Source: an optimization exercise on an open RTL-to-GDS flow (aim: small area, a short achievable clock period and few clock cycles per item). Production flows keep margins and buffers that such runs may drop. Function was checked by simulation only, so behaviour that the tests miss may differ from the original.

### flow/config.mk
export PLATFORM = sky130hd
export DESIGN_NAME = modexp_top
export DESIGN_NICKNAME = modexp_top
export VERILOG_FILES = /design/flow/design.v
export SDC_FILE = /design/flow/constraint.sdc
export NUM_CORES = 4
export LEC_CHECK = 0
export CAP_MARGIN = 20
export CORE_MARGIN = 2
export CORE_UTILIZATION = 60
export PLACE_DENSITY = 0.75
export SLEW_MARGIN = 20
### flow/constraint.sdc
create_clock -name core_clock -period 320.0 [get_ports {clk}]
set_input_delay 64.0000 -clock core_clock [delete_from_list [all_inputs] [get_ports {clk}]]
set_output_delay 64.0000 -clock core_clock [all_outputs]
set_load 0.01 [all_outputs]
### flow/design.v
module modexp1 (
  input  wire [7:0] a,
  input  wire [7:0] b,
  input  wire [7:0] n,
  output wire [7:0] r
);
  reg [15:0] p;
  reg [7:0]  acc;    
  reg        c;
  reg        x, y;
  integer i, j;
  always @* begin
    acc = a & {8{b[0]}};
    p   = 16'd0;
    p[0] = acc[0];
    acc = {1'b0, acc[7:1]};
    for (i = 1; i < 8; i = i + 1) begin
      c = 1'b0;
      for (j = 0; j < 8; j = j + 1) begin
        x = acc[j];
        y = a[j] & b[i];
        acc[j] = x ^ y ^ c;
        c = (x & y) | (x & c) | (y & c);
      end
      p[i] = acc[0];
      acc = {c, acc[7:1]};
    end
    p[15:8] = acc;
  end
  reg [7:0] rem;
  reg [8:0] xr;
  reg [7:0] d;
  reg       bw;
  integer k, t;
  always @* begin
    rem = p[15:8];
    for (k = 7; k >= 0; k = k - 1) begin
      xr = {rem, p[k]};
      bw = 1'b0;
      for (t = 0; t < 8; t = t + 1) begin
        d[t] = xr[t] ^ n[t] ^ bw;
        bw = (~xr[t] & n[t]) | (~xr[t] & bw) | (n[t] & bw);
      end
      rem = (xr[8] || !bw) ? d : xr[7:0];
    end
  end
  assign r = rem;
endmodule
module modexp_top (
  input  wire       clk,
  input  wire       rst,
  input  wire       in_valid,
  output reg        in_ready,
  input  wire [7:0] e,
  input  wire [7:0] n,
  input  wire [7:0] m,
  output reg        out_valid,
  output wire [7:0] r
);
  reg       busy;    
  reg       first;   
  reg       op_s;    
  reg       op_m;    
  reg       last;    
  reg [2:0] pos;     
  reg [7:0] e_q, n_q, m_q, r_q;
  assign r = r_q;
  wire accept = in_valid && in_ready && !rst;
  wire ld = !busy || last;
  reg [2:0] lead1;
  integer i;
  always @* begin
    lead1 = 3'd0;
    for (i = 2; i < 8; i = i + 1)
      if (e_q[i]) lead1 = i - 1;
  end
  wire e_ge2 = |e_q[7:1];
  wire e_z   = !e_q[0] && !e_ge2;
  reg  lt;   
  integer j;
  always @* begin
    lt = 1'b0;
    for (j = 0; j < 8; j = j + 1)
      lt = (!m_q[j] && n_q[j]) || (!(m_q[j] ^ n_q[j]) && lt);
  end
  wire direct = first && e_ge2 && lt;
  wire [7:0] a = first ? (e_z ? 8'd1 : m_q) : r_q;
  wire [7:0] b = op_s ? r_q : (op_m || direct) ? m_q : 8'd1;
  wire [7:0] prod;
  modexp1 mm (.a(a), .b(b), .n(n_q), .r(prod));
  wire [2:0] cur = first ? lead1 : pos;
  wire       cs  = first ? direct : op_s;
  wire       mul = cs && e_q[cur];
  reg  [2:0] pos_n;
  reg        s_n, last_n;
  always @* begin
    if (mul) begin
      pos_n = cur;
      s_n   = 1'b0;
    end else if (first && !cs) begin
      pos_n = lead1;
      s_n   = e_ge2;
    end else begin
      pos_n = cur - 3'd1;
      s_n   = (cur != 3'd0);
    end
    if (mul)      last_n = (pos_n == 3'd0);
    else if (s_n) last_n = (pos_n == 3'd0) && !e_q[0];
    else          last_n = 1'b1;
  end
  always @(posedge clk) begin
    if (rst) begin
      busy      <= 1'b0;
      out_valid <= 1'b0;
      in_ready  <= 1'b1;
    end else begin
      busy      <= accept || (busy && !last);
      out_valid <= busy && last;
      in_ready  <= !accept && (!busy || last || last_n);
    end
  end
  always @(posedge clk) begin
    if (ld) begin
      e_q   <= e;
      n_q   <= n;
      m_q   <= m;
      first <= 1'b1;
      op_s  <= 1'b0;
      op_m  <= 1'b0;
      last  <= 1'b0;
    end else begin
      first <= 1'b0;
      op_s  <= s_n;
      op_m  <= mul;
      last  <= last_n;
    end
    pos <= pos_n;
    r_q <= prod;
  end
endmodule
### flow/flow/run.sh
#!/bin/bash
# Own layout flow: the standard layout (standard.sh) with two changes:
#  - ABC maps the logic with an area-oriented script (flow/abc_area.script)
#    instead of ORFS's delay-oriented one. Registers are mapped before ABC,
#    so they are the standard synthesis's.
#  - the port buffers that ORFS inserts are sky130_fd_sc_hd__buf_1.
#  - clock tree synthesis inserts no dummy loads.
# Each tool's log is under orfs/logs/; make's output goes to make_flow.log.
set -euo pipefail
W=$(pwd)
orig=$(grep -o 'SYNTH_SCRIPT=[^ ]*' standard.sh | head -1 | cut -d= -f2-)
cat > flow/own_synth.tcl <<EOT
proc abc {args} {
  set i [lsearch \$args -script]
  if {\$i >= 0} { set args [lreplace \$args \$i [expr {\$i + 1}] -script $W/flow/abc_area.script] }
  yosys abc {*}\$args
}
source $orig
EOT
{ cat config.mk
  echo "export BUFFER_PORTS_ARGS = -buffer_cell sky130_fd_sc_hd__buf_1"
  echo "export ABC_CLOCK_PERIOD_IN_PS = 50000"
  echo "export CTS_ARGS = -sink_clustering_enable -repair_clock_nets -dont_use_dummy_load"
} > flow/own.mk
sed -e "s#SYNTH_SCRIPT=[^ ]*#SYNTH_SCRIPT=$W/flow/own_synth.tcl#" \
    -e "s#DESIGN_CONFIG=[^ ]*#DESIGN_CONFIG=$W/flow/own.mk#" standard.sh > flow/own_standard.sh
bash flow/own_standard.sh > make_flow.log 2>&1
### flow/flow/abc_area.script
strash
balance
rewrite
refactor
balance
rewrite
rewrite -z
balance
refactor -z
rewrite -z
balance
dch
map -a
mfs2
strash
dch
map -a
mfs2
strash
dch
map -a
mfs2
strash
dch
map -a
topo
stime -c
dnsize -c
### flow/standard.sh
#!/bin/bash
# synth_recipe.tcl (not shown) runs the flow's synth.tcl, then flattens the netlist and writes it again
# the make line also repeats each setting of config.mk as NAME=value (left out here)
make -C /OpenROAD-flow-scripts/flow DESIGN_CONFIG=/design/flow/config.mk WORK_HOME=/design/flow/orfs CLKGATE_MAP_FILE= SYNTH_SCRIPT=/design/flow/synth_recipe.tcl "${@:-finish}"
==> flow_summary.yaml, run 1 <==
outcome:
  outcome: "finished clean"
clock_tree:
  clkTransAtPathRegs_ns: 0.08
  cts_sinks: 42
  clk_latency_ns: 0.29
  cts_resized: 0
  cts_made_buffers: 5
  htree_levels: 2
  postCtsSetupRepairBufs: 0
  cts_tree: "done"
  cts_hold_buf: 0
  clk_path_buf_depth: 2
  cts_root_buffer: "clkbuf_8"
layout:
  nets: 757
  area_growth_pct: 7.19
  n_fill_cell: 713
  drive_gt1_frac: 0.0297
  antennaDiodeCount: 0
drt:
  dr.first_iter.drc_count: 203
  drt_first_pass_iters: 4
  drc_errors: 0
  vias: 3911
  routed_wl_um: 10400
  via_per_inst: 5.49
  ant_nets: 0
  routedWlPerCell_um: 14.7
logic_synthesis:
  yosys-top-cells-area: "fa_1 (38%), edfxtp_1 (14%), nand2_1 (7.8%), nor2_1 (7.6%), dfxtp_1 (7.0%)"
  synth-edff-count: 24
  netlist_top_cells_count: "nand2_1 (107), nor2_1 (103), fa_1 (96)"
  syn-instance-count: 562
  yosysMostFrequentCell: "nand2_1"
  syn_area_mm2: 0.00512
  synth_area_per_cell_um2: 9.11
  synthArstFlopShare: 0
  yosys.area.top_type: "fa_1"
  synth_cell_types: 25
  synthDominantCellAreaShare: 0.376
  ys.flop_type: "edfxtp_1"
  ys_seq_elements: 42
  yosysWarningCount: 2
  synthesis.nets: 710
  seq_area_frac_synth: 0.211
setup_path:
  slowest_delay_ns: 0.37
  cp-startpoint: "r_q[5]$_DFF_P_"
  path_class: "reg2out"
  timing.rr.start: "n_q[1]$_DFFE_PN_"
  slowest_stage: "dfxtp_1"
  crit_arrival_ns: 0.83
  path_buf_inv: 1
  path_cells: "buf_1"
  crit_fanout: 3
  crit_required_ns: 256.00
  cp-end-kind: "output port"
  startpoint_type: "register"
  crit_family: "flip-flops"
timing:
  period_share: 0.203
  clock.fmax_mhz: 15.4
  fin_crit_ns: 64.83
  final_max_slew_viol_count: 0
  finalClockSkew_ns: 0.0124
  worst_pin_slew_ns: 0.813
  hold_viol: 0
  slew_headroom: 0.452
  rsz0062_at_grt: "no"
  hold_slack_ns: 0.493
  finalSetupViolations: 0
  fin_tns_setup_ns: 0
floorplan:
  die-area_mm2: 0.00928
  die_w_um: 96.4
  core_mm2: 0.00826
  die_h_um: 96.4
  ioPinCount: 37
  fp-row-count: 33
  initial_core_util: 0.620
run:
  cap_violations: 0
grt:
  grt_max_degree: 29
  grt_overflow: 0
  grt_pass1_wl_um: 17400
  antenna_found_initial: 0
  grt_pass1_vias: 3827
  grt_use_total: 0.245
min_path:
  hp-start: "last$_SDFF_PN0_"
  hp-class: "reg2reg"
place:
  dpl.hpwl_um: 8880
  gp_congestion: 0.942
  port_buffers: 36
==> cells by family after synthesis <==
kind of cell | count (synthesis) | share of synthesized area
compound gates | 85 | 0.0998
xor+xnor | 10 | 0.0171
fa+ha+maj | 121 | 0.437
buf+inv | 74 | 0.0543
flops | 42 | 0.211
mux | 4 | 0.00782
simple gates | 226 | 0.173
==> routing by layer <==
metal  part of all wire  GRT usage  wire length, um
met3              0.067     0.0251              696
met2               0.50      0.427             5270
met5                  0          0                0
met4              0.015     0.0563              156
met1               0.41      0.334             4320
==> layout by cell type (no fill, tap or decap), drive strengths merged, types with 13 or more instances in the layout <==
cell and count:
ha 25, buf 40, a22oi 13, fa 96, nand2 107, o21ai 22, a21oi 23, clkinv 74
dfxtp 18, nor2 103, edfxtp 24
==> final timing paths <==
check / endpoint / slack [ns] / depth (start not counted)
worst min register to register: out_valid$_SDFF_PP0_ / 0.49 / 2
worst min-delay path: out_valid$_SDFF_PP0_ / 0.49 / 2
worst max-delay path: r[5] / 255.17 / 1
worst max register to register: r_q[1]$_DFF_P_ / 281.43 / 128
==> sequential cells by signal, indices dropped and copies added, names as in the netlist, 3 cells and up <==
| name | cells |
|---|---|
| e_q | 8 |
| m_q | 8 |
| n_q | 8 |
| pos | 3 |
| r_q | 8 |
==> per-stage QoR <==
stage / util / area (um^2) / std cells / worst slack (ns)
floorplan: - / 5120 / 562 / 255.62
global placement: 0.656 / 5410 / 707 / 255.51
detailed placement: 0.656 / 5410 / 707 / 255.48
CTS: 0.664 / 5480 / 712 / 255.17
global route: 0.664 / 5490 / 712 / 255.12
finish: 0.664 / 5490 / 712 / 255.17
==> cell type report <==
cell class | count | area (um^2) | area share
repair buffers | 40 | 165 | 0.0301
inverters | 74 | 278 | 0.0506
clock buffers | 5 | 68.8 | 0.0125
multi-input cells | 446 | 3760 | 0.686
flip-flops and latches | 42 | 1080 | 0.197
well taps | 105 | 131 | 0.0240
Testbench counts, summed over its fixed seeds: cycles 19,620, items 2,048.
==> inputs of run 2 (changes only) <==
--- a/flow/design.v
+++ b/flow/design.v
@@ -107,6 +107,8 @@
     if (mul)      last_n = (pos_n == 3'd0);
     else if (s_n) last_n = (pos_n == 3'd0) && !e_q[0];
     else          last_n = 1'b1;
+    if (prod[7:1] == 7'd0 && (!prod[0] || (first && !direct)))
+      last_n = 1'b1;
   end
   always @(posedge clk) begin
     if (rst) begin
==> run 2 against run 1 <==
Net effect:
- still clean on timing, DRC and antenna
- worst setup slack got worse by 0.022 ns
- cell count rose by 0.28%
- non-clock buffer count fell by 1
- synthesized area rose by 0.34%
- maximum frequency barely moved
- sequential share of layout area barely moved
- synthesized cell count rose by 0.53%
- die area rose by 0.33%
- register-to-register slack got worse by 0.67 ns
- critical endpoint is now r[2]
- highest routed layer unchanged
==> flow_summary.yaml, run 2 <==
layout:
  postLayoutCoreUtil: 0.665
  final_cell_mix: "nor2_1 (109), nand2_1 (103), fa_1 (96)"
  layout_commonest_cell: "nor2_1"
  multi_input_area_mm2: 0.00377
  n_fill_cell: 690
  fin_cells: 714
  regArea_mm2: 0.00108
  antennaDiodeCount: 0
  area_growth_pct: 7.02
  drive_gt1_frac: 0.0296
  nets: 759
logic_synthesis:
  yosys-top-cells-area: "fa_1 (37%), edfxtp_1 (14%), nor2_1 (8.0%), nand2_1 (7.6%), dfxtp_1 (7.0%)"
  synth-edff-count: 24
  seq_area_frac_synth: 0.211
  netlist_top_cells_count: "nor2_1 (109), nand2_1 (104), fa_1 (96)"
  synthesis.nets: 713
  yosysWarningCount: 2
  syn_area_mm2: 0.00513
  yosys.area.top_type: "fa_1"
  synth_area_per_cell_um2: 9.09
  synthDominantCellAreaShare: 0.374
  syn-instance-count: 565
  ys_seq_elements: 42
  synthArstFlopShare: 0
  synth_cell_types: 27
  ys.flop_type: "edfxtp_1"
  yosysMostFrequentCell: "nor2_1"
setup_path:
  crit_required_ns: 256.00
  r2r.worst_path.cells: 132
  crit_family: "flip-flops"
  slowest_delay_ns: 0.38
  slowest_stage: "dfxtp_1"
  crit_arrival_ns: 0.85
  path_class: "reg2out"
  cp-startpoint: "r_q[2]$_DFF_P_"
  timing.rr.start: "n_q[1]$_DFFE_PN_"
  path_cells: "buf_1"
  startpoint_type: "register"
  crit_fanout: 3
  cp-end-kind: "output port"
  path_depth: 1
  path_buf_inv: 1
floorplan:
  die-area_mm2: 0.00931
  die_w_um: 96.5
  fp-row-count: 33
  ioPinCount: 37
  die_h_um: 96.5
  core_mm2: 0.00826
  initial_core_util: 0.622
drt:
  dr.first_iter.drc_count: 232
  via_per_inst: 5.52
  drt_first_pass_iters: 5
  routedWlPerCell_um: 14.6
  routed_wl_um: 10400
  ant_nets: 0
  drc_errors: 0
  vias: 3944
timing:
  worst_pin_slew_ns: 0.909
  rsz0062_at_grt: "no"
  final_max_slew_viol_count: 0
  hold_viol: 0
  clock.fmax_mhz: 15.4
  slew_headroom: 0.387
  fin_tns_setup_ns: 0
  finalClockSkew_ns: 0.0116
  period_share: 0.203
  fin_crit_ns: 64.85
  finalSetupViolations: 0
clock_tree:
  postCtsSetupRepairBufs: 0
  cts_hold_buf: 0
  htree_levels: 2
  cts_resized: 0
  clkTransAtPathRegs_ns: 0.08
  cts_root_buffer: "clkbuf_8"
  cts_sinks: 42
  clk_path_buf_depth: 2
  clk_latency_ns: 0.30
  cts_tree: "done"
  cts_made_buffers: 5
grt:
  grt_overflow: 0
  antenna_found_initial: 0
  grt_pass1_wl_um: 17300
  grt_pass1_vias: 3694
  grt_use_total: 0.244
  grt_max_degree: 30
min_path:
  hp-class: "reg2reg"
  hp-start: "last$_SDFF_PN0_"
  holdPathStages: 2
run:
  cap_violations: 0
place:
  dpl.hpwl_um: 8840
  placed_cells: 709
  port_buffers: 36
  gp_congestion: 0.907
outcome:
  outcome: "finished clean"
[run 2: cell types whose count changed in the layout (fill, tap and decap cells not counted), sizes merged, moves of 2 or more]
cell    change
o21bai      +2
xor2        -2
nand2       -3
o21ai       +2
xnor2       +2
nor2        +6
a21oi       -3
o21a        -4
[run 2: kinds of logic after synthesis]
logic type                 Yosys count  synth area share
AOI/OAI and AO/OA                   85             0.101
xor gates and xnor gates            10            0.0171
adders and majority gates          121             0.435
buffers and inverters               75            0.0548
DFF                                 42             0.211
muxes                                5           0.00975
and+or+nand+nor                    227             0.172
[run 2: through the flow]
step	setup WS (ns)	hold slack, ns	instance area, um^2
6_report	255.15	0.443	5500
5_1_grt	255.10	0.472	5500
4_1_cts	255.16	0.446	5490
3_5_place_dp	255.41	0.439	5420
3_3_place_gp	255.48	0.436	5420
2_1_floorplan	255.58	0.414	5130
[run 2: final cells by class]
class	count	share of cell area
Inverter	75	0.0512
Tap cell	105	0.0239
Clock buffer	5	0.0125
Sequential cell	42	0.197
Timing Repair Buffer	39	0.0287
Multi-Input combinational cell	448	0.687
[run 2: per-layer routing]
layer  up-vias  GRT usage  wire length (um)
li1       1905          -                 -
met1      1927      0.339              4770
met2       100      0.410              4940
met3        12     0.0380               528
met4         0     0.0481               151
met5         -          0                 0
[run 2: worst min-delay path: cells and delay by family (launching register included)]
family        cells  cell delay [ns]
flops             1             0.31
simple gates      2             0.10
[run 2: path summary, 6_finish.rpt]
check	slack [ns]	to
max	255.15	r[2]
min	0.44	out_valid$_SDFF_PP0_
max reg2reg	280.76	in_ready$_SDFF_PP1_
min reg2reg	0.44	out_valid$_SDFF_PP0_
Testbench counts of run 2, summed over its fixed seeds: cycles 18,461, items 2,048.
==> inputs of run 3 (changes only) <==
--- a/flow/design.v
+++ b/flow/design.v
@@ -90,11 +90,29 @@
   modexp1 mm (.a(a), .b(b), .n(n_q), .r(prod));
   wire [2:0] cur = first ? lead1 : pos;
   wire       cs  = first ? direct : op_s;
-  wire       mul = cs && e_q[cur];
+  wire       sq  = cs && e_q[cur];   
+  reg  [2:0] jpos;
+  reg        jany;
+  integer k;
+  always @* begin
+    jpos = 3'd0;
+    jany = 1'b0;
+    for (k = 0; k < 7; k = k + 1)
+      if (e_q[k] && k < cur) begin
+        jpos = k;
+        jany = 1'b1;
+      end
+  end
+  wire       jump = (prod == 8'd1) && !sq && !(first && !cs);
+  reg        mul;
   reg  [2:0] pos_n;
   reg        s_n, last_n;
   always @* begin
-    if (mul) begin
+    mul = sq || (jump && jany);
+    if (jump) begin
+      pos_n = jpos;
+      s_n   = 1'b0;
+    end else if (sq) begin
       pos_n = cur;
       s_n   = 1'b0;
     end else if (first && !cs) begin
==> run 3 against run 2 <==
Net effect:
- register-to-register slack worse by 1.8 ns
- cell count up 4.5%
- clock skew about the same
- first-iteration DRC count up 17%
- global-route usage up 2.2 points
- worst setup slack better by 0.014 ns
- synthesized area up 3.3%
==> flow_summary.yaml, run 3 <==
clock_tree:
  cts_root_buffer: "clkbuf_8"
  clk_latency_ns: 0.29
  cts_resized: 0
  cts_sinks: 42
  htree_levels: 2
  postCtsSetupRepairBufs: 0
  clkTransAtPathRegs_ns: 0.08
  cts_made_buffers: 5
  clk_path_buf_depth: 2
  cts_hold_buf: 0
  cts_tree: "done"
logic_synthesis:
  yosys-top-cells-area: "fa_1 (36%), edfxtp_1 (14%), nor2_1 (8.1%), nand2_1 (7.1%), dfxtp_1 (6.8%)"
  synth-edff-count: 24
  synthArstFlopShare: 0
  ys.flop_type: "edfxtp_1"
  ys_seq_elements: 42
  netlist_top_cells_count: "nor2_1 (114), nand2_1 (100), fa_1 (96)"
  yosysWarningCount: 2
  yosysMostFrequentCell: "nor2_1"
  synthDominantCellAreaShare: 0.362
  seq_area_frac_synth: 0.204
  synth_area_per_cell_um2: 8.90
  yosys.area.top_type: "fa_1"
  syn_area_mm2: 0.00530
  synth_cell_types: 29
  synthesis.nets: 745
  syn-instance-count: 596
timing:
  setup_slack_ns: 255.16
  final_max_slew_viol_count: 0
  clock.fmax_mhz: 15.4
  worst_pin_slew_ns: 1.06
  rsz0062_at_grt: "no"
  finalClockSkew_ns: 0.0121
  fin_tns_setup_ns: 0
  fin_crit_ns: 64.84
  hold_viol: 0
  slew_headroom: 0.288
  finalSetupViolations: 0
  hold_slack_ns: 0.449
  period_share: 0.203
layout:
  area_growth_pct: 6.58
  n_fill_cell: 737
  fin_area_mm2: 0.00565
  final_cell_mix: "nor2_1 (114), nand2_1 (99), fa_1 (96)"
  drive_gt1_frac: 0.0251
  nets: 789
  layout_commonest_cell: "nor2_1"
  fin_cells: 746
  postLayoutCoreUtil: 0.655
  antennaDiodeCount: 0
setup_path:
  cp-end-kind: "output port"
  path_cells: "buf_1"
  path_buf_inv: 1
  crit_fanout: 3
  crit_required_ns: 256.00
  crit_arrival_ns: 0.84
  crit_family: "flip-flops"
  path_class: "reg2out"
  startpoint_type: "register"
  ff2ff_setup_slack_ns: 278.99
  slowest_delay_ns: 0.38
  slowest_stage: "dfxtp_1"
run:
  cap_violations: 0
drt:
  ant_nets: 0
  via_per_inst: 5.64
  routedWlPerCell_um: 15.9
  vias: 4206
  drt_first_pass_iters: 6
  drc_errors: 0
  routed_wl_um: 11800
  dr.first_iter.drc_count: 272
floorplan:
  die_h_um: 98.0
  core_mm2: 0.00864
  die_w_um: 98.0
  ioPinCount: 37
  initial_core_util: 0.614
  die-area_mm2: 0.00961
  fp-row-count: 34
min_path:
  hp-class: "reg2reg"
grt:
  grt_pass1_wl_um: 20100
  grt_overflow: 0
  antenna_found_initial: 0
  grt_pass1_vias: 4148
  grt_max_degree: 30
  grt_use_total: 0.265
place:
  placed_cells: 741
  port_buffers: 36
  gp_congestion: 0.977
  placed_area_mm2: 0.00558
  dpl.hpwl_um: 9960
  dp_slack_ns: 255.42
outcome:
  outcome: "finished clean"
[run 3: changes by cell type in the layout (fill, tap and decap cells not counted), sizes merged, moves of 3 or more]
cell	change
nor3	+3
nand3	+6
o22ai	+4
a21oi	+7
nand2	-4
o21ai	-4
clkinv	+8
nor2	+5
[run 3: final timing paths]
| check | start | endpoint | depth (start not counted) |
|---|---|---|---|
| hold / removal | last$_SDFF_PN0_ | out_valid$_SDFF_PP0_ | 2 |
| setup reg to reg | n_q[1]$_DFFE_PN_ | in_ready$_SDFF_PP1_ | 132 |
| hold reg to reg | last$_SDFF_PN0_ | out_valid$_SDFF_PP0_ | 2 |
| setup / recovery | r_q[7]$_DFF_P_ | r[7] | 1 |
[run 3: area by class of cell]
class / count / area (um^2) / share of cell area
Clock buffer: 5 / 68.8 / 0.0122
Inverter: 83 / 312 / 0.0551
Multi-Input combinational cell: 471 / 3910 / 0.692
Sequential cell: 42 / 1080 / 0.191
Tap cell: 108 / 135 / 0.0239
Timing Repair Buffer: 37 / 143 / 0.0252
[run 3: logic make-up after synthesis]
family	Yosys count	synth area share
mux	5	0.00944
simple gates	237	0.175
xor+xnor	9	0.0149
fa+ha+maj	122	0.424
flops	42	0.204
compound gates	98	0.114
buf+inv	83	0.0587
[run 3: per-layer routing]
layer / vias up / wire length, um / track usage
li1: 2013 / - / -
met5: - / 0 / 0
met1: 2029 / 5120 / 0.364
met4: 0 / 385 / 0.0919
met2: 132 / 5410 / 0.417
met3: 32 / 919 / 0.0659
[run 3: tightest hold or removal path, stage by stage, from the launching register on]
cell and delay, ns:
dfxtp_1 0.33, nand2_1 0.06, nor2_1 0.03
Testbench counts of run 3, summed over its fixed seeds: cycles 17,987, items 2,048.
==> inputs of run 4 (changes only) <==
--- a/flow/design.v
+++ b/flow/design.v
@@ -90,29 +90,11 @@
   modexp1 mm (.a(a), .b(b), .n(n_q), .r(prod));
   wire [2:0] cur = first ? lead1 : pos;
   wire       cs  = first ? direct : op_s;
-  wire       sq  = cs && e_q[cur];   
-  reg  [2:0] jpos;
-  reg        jany;
-  integer k;
-  always @* begin
-    jpos = 3'd0;
-    jany = 1'b0;
-    for (k = 0; k < 7; k = k + 1)
-      if (e_q[k] && k < cur) begin
-        jpos = k;
-        jany = 1'b1;
-      end
-  end
-  wire       jump = (prod == 8'd1) && !sq && !(first && !cs);
-  reg        mul;
+  wire       mul = cs && e_q[cur];
   reg  [2:0] pos_n;
   reg        s_n, last_n;
   always @* begin
-    mul = sq || (jump && jany);
-    if (jump) begin
-      pos_n = jpos;
-      s_n   = 1'b0;
-    end else if (sq) begin
+    if (mul) begin
       pos_n = cur;
       s_n   = 1'b0;
     end else if (first && !cs) begin
--- a/flow/flow/run.sh
+++ b/flow/flow/run.sh
@@ -20,7 +20,7 @@
 { cat config.mk
   echo "export BUFFER_PORTS_ARGS = -buffer_cell sky130_fd_sc_hd__buf_1"
   echo "export ABC_CLOCK_PERIOD_IN_PS = 50000"
-  echo "export CTS_ARGS = -sink_clustering_enable -repair_clock_nets -dont_use_dummy_load"
+  echo "export CTS_ARGS = -sink_clustering_enable -sink_clustering_size 64 -sink_clustering_max_diameter 400 -repair_clock_nets -dont_use_dummy_load"
 } > flow/own.mk
 sed -e "s#SYNTH_SCRIPT=[^ ]*#SYNTH_SCRIPT=$W/flow/own_synth.tcl#" \
     -e "s#DESIGN_CONFIG=[^ ]*#DESIGN_CONFIG=$W/flow/own.mk#" standard.sh > flow/own_standard.sh
==> flow/flow/own.mk (new file) <==
export PLATFORM = sky130hd
export DESIGN_NAME = modexp_top
export DESIGN_NICKNAME = bench
export VERILOG_FILES = /design/flow/design.v
export SDC_FILE = /design/flow/constraint.sdc
export NUM_CORES = 4
export LEC_CHECK = 0
export CAP_MARGIN = 20
export CORE_MARGIN = 2
export CORE_UTILIZATION = 60
export PLACE_DENSITY = 0.75
export SLEW_MARGIN = 20
export BUFFER_PORTS_ARGS = -buffer_cell sky130_fd_sc_hd__buf_1
export ABC_CLOCK_PERIOD_IN_PS = 50000
export CTS_ARGS = -sink_clustering_enable -sink_clustering_size 64 -sink_clustering_max_diameter 400 -repair_clock_nets -dont_use_dummy_load
==> flow/flow/own_standard.sh (new file) <==
#!/bin/bash
# The standard flow's own layout of this design, on the ORFS make targets given (by default finish). After
# finish it leaves the final layout's DEF at /design/flow/out/final.def.
set -euo pipefail
make -C /OpenROAD-flow-scripts/flow DESIGN_CONFIG=/design/flow/flow/own.mk WORK_HOME=/design/flow/orfs CLKGATE_MAP_FILE= SYNTH_SCRIPT=/design/flow/flow/own_synth.tcl CAP_MARGIN=20 CORE_MARGIN=2 CORE_UTILIZATION=60 PLACE_DENSITY=0.75 SLEW_MARGIN=20 "${@:-finish}"
if [[ -f /design/flow/orfs/results/sky130hd/modexp_top/base/6_final.odb ]]; then
  : # left out here: write the final layout as DEF
fi
==> flow/flow/own_synth.tcl (new file) <==
proc abc {args} {
  set i [lsearch $args -script]
  if {$i >= 0} { set args [lreplace $args $i [expr {$i + 1}] -script /design/flow/flow/abc_area.script] }
  yosys abc {*}$args
}
source /design/flow/synth_recipe.tcl
==> run 4 against run 3 <==
Net effect:
- still clean
- non-clock buffer count grew 2
- critical path depth is the same
- clock skew is essentially flat
- flip-flop and latch count is the same
- final area shrank 2.8%
- count of clock-buffer cells in the layout is the same
- global-route usage shrank 2.2 points
- highest routed layer unchanged
==> flow_summary.yaml, run 4 <==
grt:
  grt_pass1_wl_um: 17300
  antenna_found_initial: 0
  grt_overflow: 0
  grt_pass1_vias: 3694
  grt_max_degree: 30
  grt_use_total: 0.244
clock_tree:
  cts_root_buffer: "clkbuf_8"
  cts_hold_buf: 0
  cts_sinks: 42
  clkTransAtPathRegs_ns: 0.08
  cts_made_buffers: 5
  htree_levels: 2
  cts_tree: "done"
  clk_latency_ns: 0.30
  clk_path_buf_depth: 2
  postCtsSetupRepairBufs: 0
  cts_resized: 0
layout:
  fin_area_mm2: 0.00550
  n_fill_cell: 690
  fin_cells: 714
  drive_gt1_frac: 0.0296
  final_cell_mix: "nor2_1 (109), nand2_1 (103), fa_1 (96)"
  postLayoutCoreUtil: 0.665
  nets: 759
  layout_commonest_cell: "nor2_1"
  antennaDiodeCount: 0
  area_growth_pct: 7.02
logic_synthesis:
  seq_area_frac_synth: 0.211
  synth-edff-count: 24
  yosys.area.top_type: "fa_1"
  yosys-top-cells-area: "fa_1 (37%), edfxtp_1 (14%), nor2_1 (8.0%), nand2_1 (7.6%), dfxtp_1 (7.0%)"
  synthesis.nets: 713
  synthDominantCellAreaShare: 0.374
  ys_seq_elements: 42
  synthArstFlopShare: 0
  syn-instance-count: 565
  yosysWarningCount: 2
  syn_area_mm2: 0.00513
  ys.flop_type: "edfxtp_1"
  netlist_top_cells_count: "nor2_1 (109), nand2_1 (104), fa_1 (96)"
  synth_area_per_cell_um2: 9.09
  synth_cell_types: 27
  yosysMostFrequentCell: "nor2_1"
drt:
  ant_nets: 0
  vias: 3944
  routedWlPerCell_um: 14.6
  via_per_inst: 5.52
  drc_errors: 0
  routed_wl_um: 10400
  drt_first_pass_iters: 5
  dr.first_iter.drc_count: 232
place:
  dpl.hpwl_um: 8840
  placed_area_mm2: 0.00542
  gp_congestion: 0.907
  port_buffers: 36
  placed_cells: 709
  dp_slack_ns: 255.41
setup_path:
  cp-end-kind: "output port"
  crit_required_ns: 256.00
  rr_endpoint: "in_ready$_SDFF_PP1_"
  path_buf_inv: 1
  crit_fanout: 3
  slowest_stage: "dfxtp_1"
  timing.rr.start: "n_q[1]$_DFFE_PN_"
  crit_arrival_ns: 0.85
  startpoint_type: "register"
  r2r.worst_path.cells: 132
  path_cells: "buf_1"
  crit_family: "flip-flops"
  slowest_delay_ns: 0.38
  path_class: "reg2out"
  ff2ff_setup_slack_ns: 280.76
timing:
  worst_pin_slew_ns: 0.909
  hold_viol: 0
  period_share: 0.203
  finalSetupViolations: 0
  slew_headroom: 0.387
  clock.fmax_mhz: 15.4
  setup_slack_ns: 255.15
  final_max_slew_viol_count: 0
  fin_tns_setup_ns: 0
  hold_slack_ns: 0.443
  finalClockSkew_ns: 0.0116
  rsz0062_at_grt: "no"
  fin_crit_ns: 64.85
floorplan:
  fp-row-count: 33
  initial_core_util: 0.622
  ioPinCount: 37
  die_w_um: 96.5
  die_h_um: 96.5
  die-area_mm2: 0.00931
  core_mm2: 0.00826
min_path:
  holdPathStages: 2
  hp-class: "reg2reg"
  hold_path_end: "out_valid$_SDFF_PP0_"
  hp-start: "last$_SDFF_PN0_"
run:
  cap_violations: 0
outcome:
  outcome: "finished clean"
## run 4: metal layers
metal  track usage  wire, um  vias to the layer above
met3        0.0380       528                       12
met5             0         0                        -
met2         0.410      4940                      100
met4        0.0481       151                        0
met1         0.339      4770                     1927
li1              -         -                     1905
## run 4: cells by family (layout without fill, tap and decap cells)
kind of cell / Yosys count / count (layout) / synth area share
multiplexers: 5 / 5 / 0.00975
XOR/XNOR: 10 / 10 / 0.0171
flip-flops: 42 / 42 / 0.211
buffers and inverters: 75 / 119 / 0.0548
AO/OA/AOI/OAI: 85 / 85 / 0.101
adder cells (fa/ha/maj): 121 / 121 / 0.435
AND/OR/NAND/NOR: 227 / 227 / 0.172
## run 4: worst max-delay path by stage
stage	start	to	slack [ns]	cells after the start
after global routing	r_q[0]$_DFF_P_	r[0]	255.10	1
final	r_q[2]$_DFF_P_	r[2]	255.15	1
after CTS	r_q[2]$_DFF_P_	r[2]	255.16	1
after floorplan	in_valid	in_ready$_SDFF_PP1_	255.58	3
after global placement	in_valid	in_ready$_SDFF_PP1_	255.48	4
after detailed placement	in_valid	in_ready$_SDFF_PP1_	255.41	4
## run 4: final cells by class
| cell class | instances | area [um^2] | area share |
|---|---|---|---|
| Clock buffer | 5 | 68.8 | 0.0125 |
| Inverter | 75 | 282 | 0.0512 |
| Multi-Input combinational cell | 448 | 3770 | 0.687 |
| Sequential cell | 42 | 1080 | 0.197 |
| Tap cell | 105 | 131 | 0.0239 |
| Timing Repair Buffer | 39 | 158 | 0.0287 |
Testbench counts of run 4, summed over its fixed seeds: cycles 18,461, items 2,048.
==> inputs of run 5 (changes only) <==
--- a/flow/flow/run.sh
+++ b/flow/flow/run.sh
@@ -20,7 +20,7 @@
 { cat config.mk
   echo "export BUFFER_PORTS_ARGS = -buffer_cell sky130_fd_sc_hd__buf_1"
   echo "export ABC_CLOCK_PERIOD_IN_PS = 50000"
-  echo "export CTS_ARGS = -sink_clustering_enable -sink_clustering_size 64 -sink_clustering_max_diameter 400 -repair_clock_nets -dont_use_dummy_load"
+  echo "export CTS_ARGS = -repair_clock_nets -dont_use_dummy_load -buf_list sky130_fd_sc_hd__clkbuf_16"
 } > flow/own.mk
 sed -e "s#SYNTH_SCRIPT=[^ ]*#SYNTH_SCRIPT=$W/flow/own_synth.tcl#" \
     -e "s#DESIGN_CONFIG=[^ ]*#DESIGN_CONFIG=$W/flow/own.mk#" standard.sh > flow/own_standard.sh
--- a/flow/flow/own.mk
+++ b/flow/flow/own.mk
@@ -12,4 +12,4 @@
 export SLEW_MARGIN = 20
 export BUFFER_PORTS_ARGS = -buffer_cell sky130_fd_sc_hd__buf_1
 export ABC_CLOCK_PERIOD_IN_PS = 50000
-export CTS_ARGS = -sink_clustering_enable -sink_clustering_size 64 -sink_clustering_max_diameter 400 -repair_clock_nets -dont_use_dummy_load
+export CTS_ARGS = -repair_clock_nets -dont_use_dummy_load -buf_list sky130_fd_sc_hd__clkbuf_16
==> run 5 against run 4 <==
Net effect:
- die area unchanged
- worst hold slack lost 0.00051 ns
- worst setup slack improved by 0.018 ns
- count of clock-buffer cells in the layout did not move
- core utilization grew 0.68 points
- global-route usage fell by 0.14 points
- still clean on timing, DRC and antenna
==> flow_summary.yaml, run 5 <==
logic_synthesis:
  netlist_top_cells_count: "nor2_1 (109), nand2_1 (104), fa_1 (96)"
  synth_compound_area_frac: 0.101
  synthMuxAreaShare: 0.00975
  yosysWarningCount: 2
  synth_cell_types: 27
  seq_area_frac_synth: 0.211
  yosys.area.top_type: "fa_1"
  synth-edff-count: 24
  yosysMostFrequentCell: "nor2_1"
  ys.flop_type: "edfxtp_1"
  synth_top_family_by_area: "adder cells"
  ys_seq_elements: 42
  synthAdderAreaFrac: 0.435
  yosys.area_share.simple: 0.172
  synthArstFlopShare: 0
  syn-instance-count: 565
  synth_area_per_cell_um2: 9.09
  synthDominantCellAreaShare: 0.374
  syn_area_mm2: 0.00513
  yosys-top-cells-area: "fa_1 (37%), edfxtp_1 (14%), nor2_1 (8.0%), nand2_1 (7.6%), dfxtp_1 (7.0%)"
  synthesis.nets: 713
  synthXorXnorAreaFrac: 0.0171
timing:
  hold_viol: 0
  slew_headroom: 0.394
  period_share: 0.203
  fin_tns_setup_ns: 0
  rsz0062_at_grt: "no"
  setup_slack_ns: 255.17
  fin_crit_ns: 64.83
  finalSetupViolations: 0
  worst_pin_slew_ns: 0.899
  finalClockSkew_ns: 0.00909
  final_max_slew_viol_count: 0
  clock.fmax_mhz: 15.4
clock_tree:
  cts_resized: 0
  cts_made_buffers: 5
  clkTransAtPathRegs_ns: 0.06
  cts_tree: "done"
  cts_hold_buf: 0
  cts_sinks: 42
  htree_levels: 2
  clk_latency_ns: 0.28
  clk_path_buf_depth: 2
  postCtsSetupRepairBufs: 0
  cts_root_buffer: "clkbuf_16"
place:
  placed_area_mm2: 0.00542
  port_buffers: 36
  gp_congestion: 0.907
  dp_slack_ns: 255.41
  dpl.hpwl_um: 8840
setup_path:
  startpoint_type: "register"
  path_cells: "buf_1"
  path_buf_inv: 1
  cp-end-kind: "output port"
  crit_required_ns: 256.00
  slowest_stage: "dfxtp_1"
  crit_arrival_ns: 0.83
  slowest_delay_ns: 0.36
  crit_fanout: 3
  crit_family: "flip-flops"
  path_class: "reg2out"
layout:
  area_growth_pct: 8.11
  final_cell_mix: "nor2_1 (109), nand2_1 (103), fa_1 (96)"
  multi_input_area_mm2: 0.00377
  layout_commonest_cell: "nor2_1"
  n_fill_cell: 678
  nets: 759
  drive_gt1_frac: 0.0296
  fin_area_mm2: 0.00555
  regArea_mm2: 0.00108
  antennaDiodeCount: 0
grt:
  grt_pass1_vias: 3696
  grt_max_degree: 30
  grt_pass1_wl_um: 17300
  antenna_found_initial: 0
  grt_overflow: 0
  grt_use_total: 0.242
drt:
  routed_wl_um: 10500
  via_per_inst: 5.61
  ant_nets: 0
  routedWlPerCell_um: 14.7
  drc_errors: 0
  drt_first_pass_iters: 5
  vias: 4004
  dr.first_iter.drc_count: 241
min_path:
  hp-class: "reg2reg"
outcome:
  outcome: "finished clean"
floorplan:
  die_w_um: 96.5
  die-area_mm2: 0.00931
  fp-row-count: 33
  initial_core_util: 0.622
  ioPinCount: 37
  core_mm2: 0.00826
  die_h_um: 96.5
run:
  cap_violations: 0
-- run 5: metrics by stage --
stage	hold WS (ns)	std cells	util
floorplan	0.414	565	-
global placement	0.436	709	0.657
detailed placement	0.439	709	0.657
CTS	0.443	714	0.672
global route	0.469	714	0.672
finish	0.443	714	0.672
-- run 5: path summary, 6_finish.rpt --
kind	startpoint	slack (ns)	cells after the start	to
worst max-delay path	r_q[3]$_DFF_P_	255.17	1	r[3]
worst min register to register	last$_SDFF_PN0_	0.44	2	out_valid$_SDFF_PP0_
worst max register to register	n_q[1]$_DFFE_PN_	280.71	132	in_ready$_SDFF_PP1_
worst min-delay path	last$_SDFF_PN0_	0.44	2	out_valid$_SDFF_PP0_
-- run 5: logic make-up (layout without fill, tap and decap cells) --
family	Yosys count	count (layout)
and+or+nand+nor	227	227
AOI/OAI and AO/OA	85	85
buffers and inverters	75	119
xor gates and xnor gates	10	10
adders and majority gates	121	121
muxes	5	5
DFF	42	42
-- run 5: per-layer routing --
metal	vias to the layer above	track usage	routed length (um)
met5	-	0	0
met4	0	0.0317	159
met3	14	0.0287	502
met2	109	0.413	5000
met1	1972	0.346	4850
li1	1909	-	-
-- run 5: final cells by class --
type | count | area share
Clock buffer | 5 | 0.0225
Inverter | 75 | 0.0507
Multi-Input combinational cell | 448 | 0.680
Sequential cell | 42 | 0.195
Tap cell | 105 | 0.0237
Timing Repair Buffer | 39 | 0.0284
==> inputs of run 6 (changes only) <==
--- a/flow/flow/run.sh
+++ b/flow/flow/run.sh
@@ -20,7 +20,7 @@
 { cat config.mk
   echo "export BUFFER_PORTS_ARGS = -buffer_cell sky130_fd_sc_hd__buf_1"
   echo "export ABC_CLOCK_PERIOD_IN_PS = 50000"
-  echo "export CTS_ARGS = -repair_clock_nets -dont_use_dummy_load -buf_list sky130_fd_sc_hd__clkbuf_16"
+  echo "export CTS_ARGS = -sink_clustering_enable -repair_clock_nets -dont_use_dummy_load -sink_clustering_size 50 -sink_clustering_max_diameter 500 -sink_clustering_levels 1"
 } > flow/own.mk
 sed -e "s#SYNTH_SCRIPT=[^ ]*#SYNTH_SCRIPT=$W/flow/own_synth.tcl#" \
     -e "s#DESIGN_CONFIG=[^ ]*#DESIGN_CONFIG=$W/flow/own.mk#" standard.sh > flow/own_standard.sh
--- a/flow/flow/own.mk
+++ b/flow/flow/own.mk
@@ -12,4 +12,4 @@
 export SLEW_MARGIN = 20
 export BUFFER_PORTS_ARGS = -buffer_cell sky130_fd_sc_hd__buf_1
 export ABC_CLOCK_PERIOD_IN_PS = 50000
-export CTS_ARGS = -repair_clock_nets -dont_use_dummy_load -buf_list sky130_fd_sc_hd__clkbuf_16
+export CTS_ARGS = -sink_clustering_enable -repair_clock_nets -dont_use_dummy_load -sink_clustering_size 50 -sink_clustering_max_diameter 500 -sink_clustering_levels 1
==> run 6 against run 5 <==
Net effect:
- still clean
- global-route usage grew 0.14 points
- count of clock-buffer cells in the layout is the same
- worst hold slack gained 0.00051 ns
- first-iteration DRC count shrank 3.7%
- final area shrank 1.0%
- die area is the same
- critical path depth is the same
- synthesized cell count is the same
- critical path type unchanged
- critical endpoint is now r[2]
- largest cell class unchanged
==> flow_summary.yaml, run 6 <==
setup_path:
  ff2ff_setup_slack_ns: 280.76
  path_class: "reg2out"
  path_depth: 1
  crit_arrival_ns: 0.85
  slowest_delay_ns: 0.38
  rr_endpoint: "in_ready$_SDFF_PP1_"
  slowest_stage: "dfxtp_1"
  r2r.worst_path.cells: 132
  crit_family: "flip-flops"
  path_buf_inv: 1
  timing.rr.start: "n_q[1]$_DFFE_PN_"
  startpoint_type: "register"
  crit_required_ns: 256.00
  cp-end-kind: "output port"
  crit_fanout: 3
  path_cells: "buf_1"
timing:
  finalClockSkew_ns: 0.0116
  period_share: 0.203
  final_max_slew_viol_count: 0
  slew_headroom: 0.387
  worst_pin_slew_ns: 0.909
  rsz0062_at_grt: "no"
  clock.fmax_mhz: 15.4
  fin_crit_ns: 64.85
  hold_viol: 0
  setup_slack_ns: 255.15
  fin_tns_setup_ns: 0
  finalSetupViolations: 0
logic_synthesis:
  ys_seq_elements: 42
  syn-instance-count: 565
  synth_cell_types: 27
  seq_area_frac_synth: 0.211
  synthesis.nets: 713
  yosys-top-cells-area: "fa_1 (37%), edfxtp_1 (14%), nor2_1 (8.0%), nand2_1 (7.6%), dfxtp_1 (7.0%)"
  synthArstFlopShare: 0
  ys.flop_type: "edfxtp_1"
  synthDominantCellAreaShare: 0.374
  yosysWarningCount: 2
  syn_area_mm2: 0.00513
  yosysMostFrequentCell: "nor2_1"
  netlist_top_cells_count: "nor2_1 (109), nand2_1 (104), fa_1 (96)"
  synth-edff-count: 24
  synth_area_per_cell_um2: 9.09
  yosys.area.top_type: "fa_1"
clock_tree:
  cts_root_buffer: "clkbuf_8"
  postCtsSetupRepairBufs: 0
  cts_hold_buf: 0
  cts_made_buffers: 5
  cts_tree: "done"
  clkTransAtPathRegs_ns: 0.08
  cts_sinks: 42
  clk_path_buf_depth: 2
  htree_levels: 2
  cts_resized: 0
  clk_latency_ns: 0.30
outcome:
  outcome: "finished clean"
place:
  gp_congestion: 0.907
  port_buffers: 36
  dp_slack_ns: 255.41
  dpl.hpwl_um: 8840
run:
  cap_violations: 0
layout:
  nets: 759
  final_cell_mix: "nor2_1 (109), nand2_1 (103), fa_1 (96)"
  area_growth_pct: 7.02
  n_fill_cell: 690
  layout_commonest_cell: "nor2_1"
  antennaDiodeCount: 0
  drive_gt1_frac: 0.0296
grt:
  grt_pass1_vias: 3694
  grt_pass1_wl_um: 17300
  antenna_found_initial: 0
  grt_use_total: 0.244
  grt_overflow: 0
  grt_max_degree: 30
min_path:
  hold_path_end: "out_valid$_SDFF_PP0_"
  holdPathStages: 2
  hp-start: "last$_SDFF_PN0_"
  hp-class: "reg2reg"
floorplan:
  die_w_um: 96.5
  fp-row-count: 33
  ioPinCount: 37
  die-area_mm2: 0.00931
  initial_core_util: 0.622
  die_h_um: 96.5
  core_mm2: 0.00826
drt:
  dr.first_iter.drc_count: 232
  routed_wl_um: 10400
  ant_nets: 0
  drc_errors: 0
  routedWlPerCell_um: 14.6
  vias: 3944
  via_per_inst: 5.52
  drt_first_pass_iters: 5
==> run 6: cell counts after synthesis <==
No cell type changed its count.
==> run 6: logic make-up (layout without fill, tap and decap cells) <==
group / Yosys count / count (layout) / share of synthesized area
simple gates: 227 / 227 / 0.172
fa+ha+maj: 121 / 121 / 0.435
compound gates: 85 / 85 / 0.101
buf+inv: 75 / 119 / 0.0548
flops: 42 / 42 / 0.211
xor+xnor: 10 / 10 / 0.0171
mux: 5 / 5 / 0.00975
==> run 6: metrics by stage <==
stage / utilization / area (um^2) / hold slack (ns) / std cells
detailed placement: 0.657 / 5420 / 0.439 / 709
CTS: 0.665 / 5490 / 0.446 / 714
global route: 0.665 / 5500 / 0.472 / 714
global placement: 0.657 / 5420 / 0.436 / 709
floorplan: - / 5130 / 0.414 / 565
finish: 0.665 / 5500 / 0.443 / 714
==> run 6: how the worst max path moves through the flow <==
stage / startpoint / endpoint / slack, ns
2_1_floorplan: in_valid / in_ready$_SDFF_PP1_ / 255.58
3_5_place_dp: in_valid / in_ready$_SDFF_PP1_ / 255.41
3_3_place_gp: in_valid / in_ready$_SDFF_PP1_ / 255.48
6_report: r_q[2]$_DFF_P_ / r[2] / 255.15
4_1_cts: r_q[2]$_DFF_P_ / r[2] / 255.16
5_1_grt: r_q[0]$_DFF_P_ / r[0] / 255.10
==> run 6: cell type report <==
class,count,area [um^2],share of cell area
clock buffer,5,68.8,0.0125
inverter,75,282,0.0512
multi-input combinational,448,3770,0.687
sequential,42,1080,0.197
tap,105,131,0.0239
timing repair buffer,39,158,0.0287
==> run 6: per-layer routing <==
metal	routed length [um]	track usage
met4	151	0.0481
met2	4940	0.410
met5	0	0
met3	528	0.0380
met1	4770	0.339

afterwards: timing with drivers on the ports:
In the flow no input, the clock included, has a driving cell. The finished layouts below were timed again as built, in two steps. Step 1: set_driving_cell puts a clkbuf_16 on clk and a buf_2 on each other input, an assumption about the parent block. Step 2 moves the port delays by t, midway between the first and last clock arrival at a register: inputs arrive t later, outputs are due t later. That takes back most of the time a late clock gives input paths. a / b / c = ideal ports / drivers / drivers and shift; a / b = the first two.
run | t, ns | slack for setup (ns) | worst setup path at the end | latest minus earliest clock arrival (ns) | worst slew at a driven data input, ns
run 1 | 0.312 | 255.171 / 255.146 / 255.458 | register to output | 0.013 / 0.013 | 0.04
run 2 | 0.320 | 255.149 / 255.119 / 255.431 | input to register | 0.011 / 0.011 | 0.03
run 3 | 0.312 | 255.163 / 255.135 / 255.447 | register to output | 0.012 / 0.012 | 0.03
run 4 | 0.320 | 255.149 / 255.119 / 255.431 | input to register | 0.011 / 0.011 | 0.03
run 5 | 0.299 | 255.167 / 255.141 / 255.386 | input to register | 0.009 / 0.009 | 0.04
run 6 | 0.320 | 255.149 / 255.119 / 255.431 | input to register | 0.011 / 0.011 | 0.03
After both steps setup and hold are still met in every run listed.
